This design comes from an exercise in tuning for small area and a short achievable clock period on the open sky130 flow, not from production work.
RTL that was checked went through simulation tests only; none was proved equivalent to the original.
Power and IR drop assume default switching activity.

==> indigo: inputs <==
==> flow/design.v (excerpt) <==
module ula_top (
    input         clk,
    input  [31:0] in1,
    input  [31:0] in2,
    input  [4:0]  op,
    output [31:0] result,
    output        zero
);
==> module ula, before the edit <==
module ula (
    input  [31:0] A,        
    input  [31:0] B,        
    input         Cin,      
    input         Fill,     
    input  [1:0]  Sel,      
    input         SetInv,
    output [31:0] Result
);
    wire [31:0] sum;
    wire        cout;
    add32_hc u_add (.a(A), .b(B), .cin(Cin), .sum(sum), .cout(cout));
    wire [4:0]  sh = B[4:0];
    wire [31:0] r0 = sh[0] ? {{1{Fill}},  A[31:1]}  : A;
    wire [31:0] r1 = sh[1] ? {{2{Fill}},  r0[31:2]} : r0;
    wire [31:0] r2 = sh[2] ? {{4{Fill}},  r1[31:4]} : r1;
    wire [31:0] r3 = sh[3] ? {{8{Fill}},  r2[31:8]} : r2;
    wire [31:0] shr = sh[4] ? {{16{Fill}}, r3[31:16]} : r3;
    wire [31:0] shl;
    genvar i;
    generate
        for (i = 0; i < 32; i = i + 1) begin : g_rev
            assign shl[i] = shr[31 - i];
        end
    endgenerate
    wire SelSum = (Sel == 2'd0);
    wire SelShr = (Sel == 2'd1);
    wire SelShl = (Sel == 2'd2);
    wire SelSet = (Sel == 2'd3);
    assign Result = ({32{SelSum}} & sum)
                  | ({32{SelShr}} & shr)
                  | ({32{SelShl}} & shl)
                  | {31'b0, SelSet & (cout ^ SetInv)};
endmodule
==> module ula_top, before the edit <==
module ula_top (
    input         clk,
    input  [31:0] in1,
    input  [31:0] in2,
    input  [4:0]  op,
    output [31:0] result,
    output        zero
);
    reg [3:0] lut;
    reg       rev, lui, bkeep, binv, cin, sel_sum, sel_shr, sel_shl, sel_set,
              set_inv, sra;
    always @(*) begin
        lut = 4'b1100;    
        {rev, lui, bkeep, binv, cin, sel_sum, sel_shr, sel_shl, sel_set,
         set_inv, sra} = 11'b0;
        case (op)
            5'd0, 5'd17: begin lut = 4'b1000; sel_sum = 1'b1; end   
            5'd1, 5'd18: begin lut = 4'b1110; sel_sum = 1'b1; end   
            5'd3, 5'd19: begin lut = 4'b0110; sel_sum = 1'b1; end   
            5'd4:        begin lut = 4'b0001; sel_sum = 1'b1; end   
            5'd2, 5'd16: begin bkeep = 1'b1; sel_sum = 1'b1; end    
            5'd6: begin bkeep = 1'b1; binv = 1'b1; cin = 1'b1; sel_sum = 1'b1; end  
            5'd5, 5'd7, 5'd23, 5'd24: begin                         
                bkeep = 1'b1; binv = 1'b1; cin = 1'b1; sel_set = 1'b1; set_inv = 1'b1;
            end
            5'd20: begin lut = 4'b0110; binv = 1'b1; sel_set = 1'b1; set_inv = 1'b1; end  
            5'd21: begin lut = 4'b0110; binv = 1'b1; sel_set = 1'b1; end  
            5'd8, 5'd11:  begin lut = 4'b0000; rev = 1'b1; bkeep = 1'b1; sel_shl = 1'b1; end  
            5'd9, 5'd12:  begin bkeep = 1'b1; sel_shr = 1'b1; end    
            5'd10, 5'd13: begin bkeep = 1'b1; sel_shr = 1'b1; sra = 1'b1; end  
            5'd14, 5'd26, 5'd27: sel_sum = 1'b1;                     
            5'd25: begin lut = 4'b0000; lui = 1'b1; sel_sum = 1'b1; end  
            default: begin lut = 4'b0000; sel_sum = 1'b1; end        
        endcase
    end
    wire [31:0] a_n, b_n;
    genvar i;
    generate
        for (i = 0; i < 32; i = i + 1) begin : g_prep
            wire l = lut[{in1[i], in2[i]}];
            wire r = rev & in1[31 - i];
            if (i >= 16) begin : g_hi
                assign a_n[i] = l | r | (lui & in2[i - 16]);
            end else begin : g_lo
                assign a_n[i] = l | r;
            end
        end
    endgenerate
    assign b_n = (in2 & {32{bkeep}}) ^ {32{binv}};
    reg [31:0] a_q, b_q;
    reg        cin_q, fill_q, set_inv_q;
    reg [1:0]  sel_q;
    reg [31:0] result_q;
    wire [31:0] alu_result;
    ula u_ula (
        .A(a_q),
        .B(b_q),
        .Cin(cin_q),
        .Fill(fill_q),
        .Sel(sel_q),
        .SetInv(set_inv_q),
        .Result(alu_result)
    );
    always @(posedge clk) begin
        a_q       <= a_n;
        b_q       <= b_n;
        cin_q     <= cin;
        fill_q    <= sra & in1[31];
        sel_q     <= {sel_shl | sel_set, sel_shr | sel_set};
        set_inv_q <= set_inv;
        result_q  <= alu_result;
    end
    assign result = result_q;
    assign zero   = ~|result_q;
endmodule
export LEC_CHECK = 0
export CAP_MARGIN = 20
export CORE_MARGIN = 2
export CORE_UTILIZATION = 60
export CTS_BUF_LIST = sky130_fd_sc_hd__clkbuf_8
export SETUP_SLACK_MARGIN = 2.92
export SLEW_MARGIN = 20
create_clock -name core_clock -period 5.5 [get_ports {clk}]
standard.sh (not shown) runs the stock make flow with config.mk's settings and CLKGATE_MAP_FILE= SYNTH_SCRIPT=/design/flow/synth_recipe.tcl, a recipe that flattens the netlist after the stock synthesis.
==> flow/flow/run.sh <==
#!/bin/bash
# Own layout flow: the standard flow (standard.sh) with three changes:
#  - synthesis maps the logic with the ABC script in flow/abc.script
#    (registers are mapped by the standard steps, unchanged);
#  - synthesis leaves the adder's half adders to ABC instead of mapping
#    them to ha cells first (no ADDER_MAP_FILE);
#  - the port buffers are plain buf_1 cells.
# Each tool's output goes to a log file in this folder.
set -euo pipefail
HERE=$(pwd)
# synthesis script: the standard one, with ORFS's synth.tcl calling abc with our script
sed "s#log_cmd abc {\*}\$abc_args#set abc_args [lreplace \$abc_args 1 1 $HERE/flow/abc.script]\n  log_cmd abc {*}\$abc_args#" \
    "$FLOW_HOME/scripts/synth.tcl" > "$HERE/synth_own.tcl"
grep -q "flow/abc.script" "$HERE/synth_own.tcl"
sed "s#source \$::env(SCRIPTS_DIR)/synth.tcl#source $HERE/synth_own.tcl#" synth_recipe.tcl > synth_recipe_own.tcl
grep -q "synth_own.tcl" synth_recipe_own.tcl
export BUFFER_PORTS_ARGS="-buffer_cell sky130_fd_sc_hd__buf_1"
bash standard.sh SYNTH_SCRIPT="$HERE/synth_recipe_own.tcl" ADDER_MAP_FILE= finish > standard.log 2>&1
==> flow/flow/abc.script <==
&get -n
&st
&dch
&nf -p -R 100
&put
buffer -c
topo
stime -c
upsize -c
dnsize -c
==> amber (differences from indigo) <==
--- a/flow/design.v
+++ b/flow/design.v
@@ -1,19 +1,19 @@
 module ula (
     input  [31:0] A,        
     input  [31:0] B,        
     input         Cin,      
-    input         Fill,     
     input  [1:0]  Sel,      
-    input         SetInv,
+    input         SetInv,   
     output [31:0] Result
 );
     wire [31:0] sum;
     wire        cout;
     add32_hc u_add (.a(A), .b(B), .cin(Cin), .sum(sum), .cout(cout));
+    wire        Fill = SetInv & A[31];
     wire [4:0]  sh = B[4:0];
     wire [31:0] r0 = sh[0] ? {{1{Fill}},  A[31:1]}  : A;
     wire [31:0] r1 = sh[1] ? {{2{Fill}},  r0[31:2]} : r0;
     wire [31:0] r2 = sh[2] ? {{4{Fill}},  r1[31:4]} : r1;
     wire [31:0] r3 = sh[3] ? {{8{Fill}},  r2[31:8]} : r2;
     wire [31:0] shr = sh[4] ? {{16{Fill}}, r3[31:16]} : r3;
     wire [31:0] shl;
@@ -281,32 +281,30 @@
             end else begin : g_lo
                 assign a_n[i] = l | r;
             end
         end
     endgenerate
     assign b_n = (in2 & {32{bkeep}}) ^ {32{binv}};
     reg [31:0] a_q, b_q;
-    reg        cin_q, fill_q, set_inv_q;
+    reg        cin_q, set_inv_q;
     reg [1:0]  sel_q;
     reg [31:0] result_q;
     wire [31:0] alu_result;
     ula u_ula (
         .A(a_q),
         .B(b_q),
         .Cin(cin_q),
-        .Fill(fill_q),
         .Sel(sel_q),
         .SetInv(set_inv_q),
         .Result(alu_result)
     );
     always @(posedge clk) begin
         a_q       <= a_n;
         b_q       <= b_n;
         cin_q     <= cin;
-        fill_q    <= sra & in1[31];
         sel_q     <= {sel_shl | sel_set, sel_shr | sel_set};
-        set_inv_q <= set_inv;
+        set_inv_q <= set_inv | sra;
         result_q  <= alu_result;
     end
     assign result = result_q;
     assign zero   = ~|result_q;
 endmodule
SETUP_SLACK_MARGIN = 2.95   (was 2.92)
==> tundra (differences from indigo) <==
CORE_UTILIZATION = 65   (was 60)
SETUP_SLACK_MARGIN = 2.95   (was 2.92)
==> willow (differences from indigo) <==
--- a/flow/design.v
+++ b/flow/design.v
@@ -1,20 +1,20 @@
 module ula (
     input  [31:0] A,        
-    input  [31:0] B,        
+    input  [31:0] P,        
     input         Cin,      
     input         Fill,     
     input  [1:0]  Sel,      
     input         SetInv,
     output [31:0] Result
 );
     wire [31:0] sum;
     wire        cout;
-    add32_hc u_add (.a(A), .b(B), .cin(Cin), .sum(sum), .cout(cout));
-    wire [4:0]  sh = B[4:0];
+    add32p_hc u_add (.a(A), .p(P), .cin(Cin), .sum(sum), .cout(cout));
+    wire [4:0]  sh = P[4:0] ^ A[4:0];
     wire [31:0] r0 = sh[0] ? {{1{Fill}},  A[31:1]}  : A;
     wire [31:0] r1 = sh[1] ? {{2{Fill}},  r0[31:2]} : r0;
     wire [31:0] r2 = sh[2] ? {{4{Fill}},  r1[31:4]} : r1;
     wire [31:0] r3 = sh[3] ? {{8{Fill}},  r2[31:8]} : r2;
     wire [31:0] shr = sh[4] ? {{16{Fill}}, r3[31:16]} : r3;
     wire [31:0] shl;
     genvar i;
@@ -28,18 +28,18 @@
     wire SelShl = (Sel == 2'd2);
     wire SelSet = (Sel == 2'd3);
     assign Result = ({32{SelSum}} & sum)
                   | ({32{SelShr}} & shr)
                   | ({32{SelShl}} & shl)
                   | {31'b0, SelSet & (cout ^ SetInv)};
 endmodule
-module add32_hc(input [31:0] a, input [31:0] b, input cin, output [31:0] sum, output cout);
+module add32p_hc(input [31:0] a, input [31:0] p, input cin, output [31:0] sum, output cout);
   wire [32:0] g0, p0;
-  assign g0 = {a & b, cin};
-  assign p0 = {a ^ b, 1'b0};
+  assign g0 = {a & ~p, cin};
+  assign p0 = {p, 1'b0};
   wire g1 = g0[1] | (p0[1] & g0[0]);
   wire p1 = p0[1] & p0[0];
   wire g2 = g0[3] | (p0[3] & g0[2]);
   wire p2 = p0[3] & p0[2];
   wire g3 = g0[5] | (p0[5] & g0[4]);
   wire p3 = p0[5] & p0[4];
   wire g4 = g0[7] | (p0[7] & g0[6]);
@@ -280,31 +280,31 @@
                 assign a_n[i] = l | r | (lui & in2[i - 16]);
             end else begin : g_lo
                 assign a_n[i] = l | r;
             end
         end
     endgenerate
     assign b_n = (in2 & {32{bkeep}}) ^ {32{binv}};
-    reg [31:0] a_q, b_q;
+    reg [31:0] a_q, p_q;
     reg        cin_q, fill_q, set_inv_q;
     reg [1:0]  sel_q;
     reg [31:0] result_q;
     wire [31:0] alu_result;
     ula u_ula (
         .A(a_q),
-        .B(b_q),
+        .P(p_q),
         .Cin(cin_q),
         .Fill(fill_q),
         .Sel(sel_q),
         .SetInv(set_inv_q),
         .Result(alu_result)
     );
     always @(posedge clk) begin
         a_q       <= a_n;
-        b_q       <= b_n;
+        p_q       <= a_n ^ b_n;
         cin_q     <= cin;
         fill_q    <= sra & in1[31];
         sel_q     <= {sel_shl | sel_set, sel_shr | sel_set};
         set_inv_q <= set_inv;
         result_q  <= alu_result;
     end
     assign result = result_q;
SETUP_SLACK_MARGIN = 2.95   (was 2.92)
==> run notes <==
- Between amber and willow, the lower critical path depth is in willow (gap 1).
- Against tundra, the utilization of indigo is lower by 7.9 points.
- In count of clock-buffer cells in the layout, amber and willow do not differ.
- In register-to-register slack, tundra and indigo hardly differ.
- First-iteration DRC count, highest first: amber, indigo, tundra, willow.
- Maximum frequency, lowest first: willow, amber, tundra, indigo.
- Wire length: amber > willow > indigo > tundra.
==> figures <==
Outcome: tundra timing/DRC/antenna clean; amber timing/DRC/antenna clean; indigo timing/DRC/antenna clean; willow timing/DRC/antenna clean
Fraction of area in multi-input gates: tundra 60.7%; amber 61.7%; indigo 61.6%; willow 62.4%
Worst-margin pin slew: tundra 756 ps; amber 598 ps; indigo 693 ps; willow 1060 ps
Reg-to-Reg End: tundra result_q[30]; amber result_q[0]; indigo result_q[27]; willow result_q[10]
Routed wire length per instance: tundra 18.9 um; amber 19.2 um; indigo 19.5 um; willow 19.3 um
M1 GR Usage: tundra 49.6%; amber 49.9%; indigo 49.3%; willow 49.2%
Global routing usage on met2: tundra 55.6%; amber 55.1%; indigo 54.6%; willow 52.6%
Non-clock buffer share of cell area: tundra 11.6%; amber 10.5%; indigo 10.3%; willow 10.2%
Initial core utilization: tundra 67.3%; amber 61.2%; indigo 61.3%; willow 61.3%
Die boundary height: tundra 110 um; amber 114 um; indigo 115 um; willow 115 um
Met2 wire length: tundra 10300 um; amber 10700 um; indigo 10600 um; willow 10900 um
Power Sequential: tundra 1.08 mW; amber 1.06 mW; indigo 1.07 mW; willow 1.23 mW
Flops & latches, synth: tundra 101; amber 100; indigo 101; willow 101
Final critical-path setup slack: tundra 2920 ps; amber 2900 ps; indigo 2920 ps; willow 2870 ps
Fraction of power consumed by combinational cells: tundra 48.6%; amber 49.5%; indigo 48.3%; willow 59.7%
Multiplexer share of the synthesized area: tundra 6.54%; amber 6.03%; indigo 6.54%; willow 5.20%
For amber and willow, only the layout was checked, not whether the RTL still works.

-- what the ideal ports hide --
In the flow no input, the clock included, has a driving cell. The finished layouts below were timed again as built, in two steps.
Step 1 (the two cells are an assumption about what drives the block):
set clk [get_ports {clk}]
set_driving_cell -lib_cell sky130_fd_sc_hd__clkbuf_16 $clk
set_driving_cell -lib_cell sky130_fd_sc_hd__buf_2 [delete_from_list [all_inputs] $clk]
Step 2 also shifts input and output timing later by t, the mid clock arrival at the registers, as if the neighbouring blocks saw the same clock.
Slacks: ideal ports / drivers / drivers and shift; pairs: ideal ports / drivers.
run | t, ns | setup slack, ns | worst register clock-pin slew, ns | worst slew at a driven data input, ns | cell pins on the clock port's net
indigo | 0.427 | 2.923 / 2.910 / 2.504 | 0.11 / 0.11 | 0.04 | 1
amber | 0.417 | 2.905 / 2.905 / 2.587 | 0.11 / 0.11 | 0.04 | 1
tundra | 0.412 | 2.920 / 2.882 / 2.469 | 0.12 / 0.12 | 0.11 | 1
willow | 0.407 | 2.865 / 2.846 / 2.439 | 0.11 / 0.11 | 0.07 | 1
After both steps setup and hold are still met in every run listed. The setup slack of tundra, which loses most, moves by -0.038 ns with the drivers and by -0.451 ns with both steps.
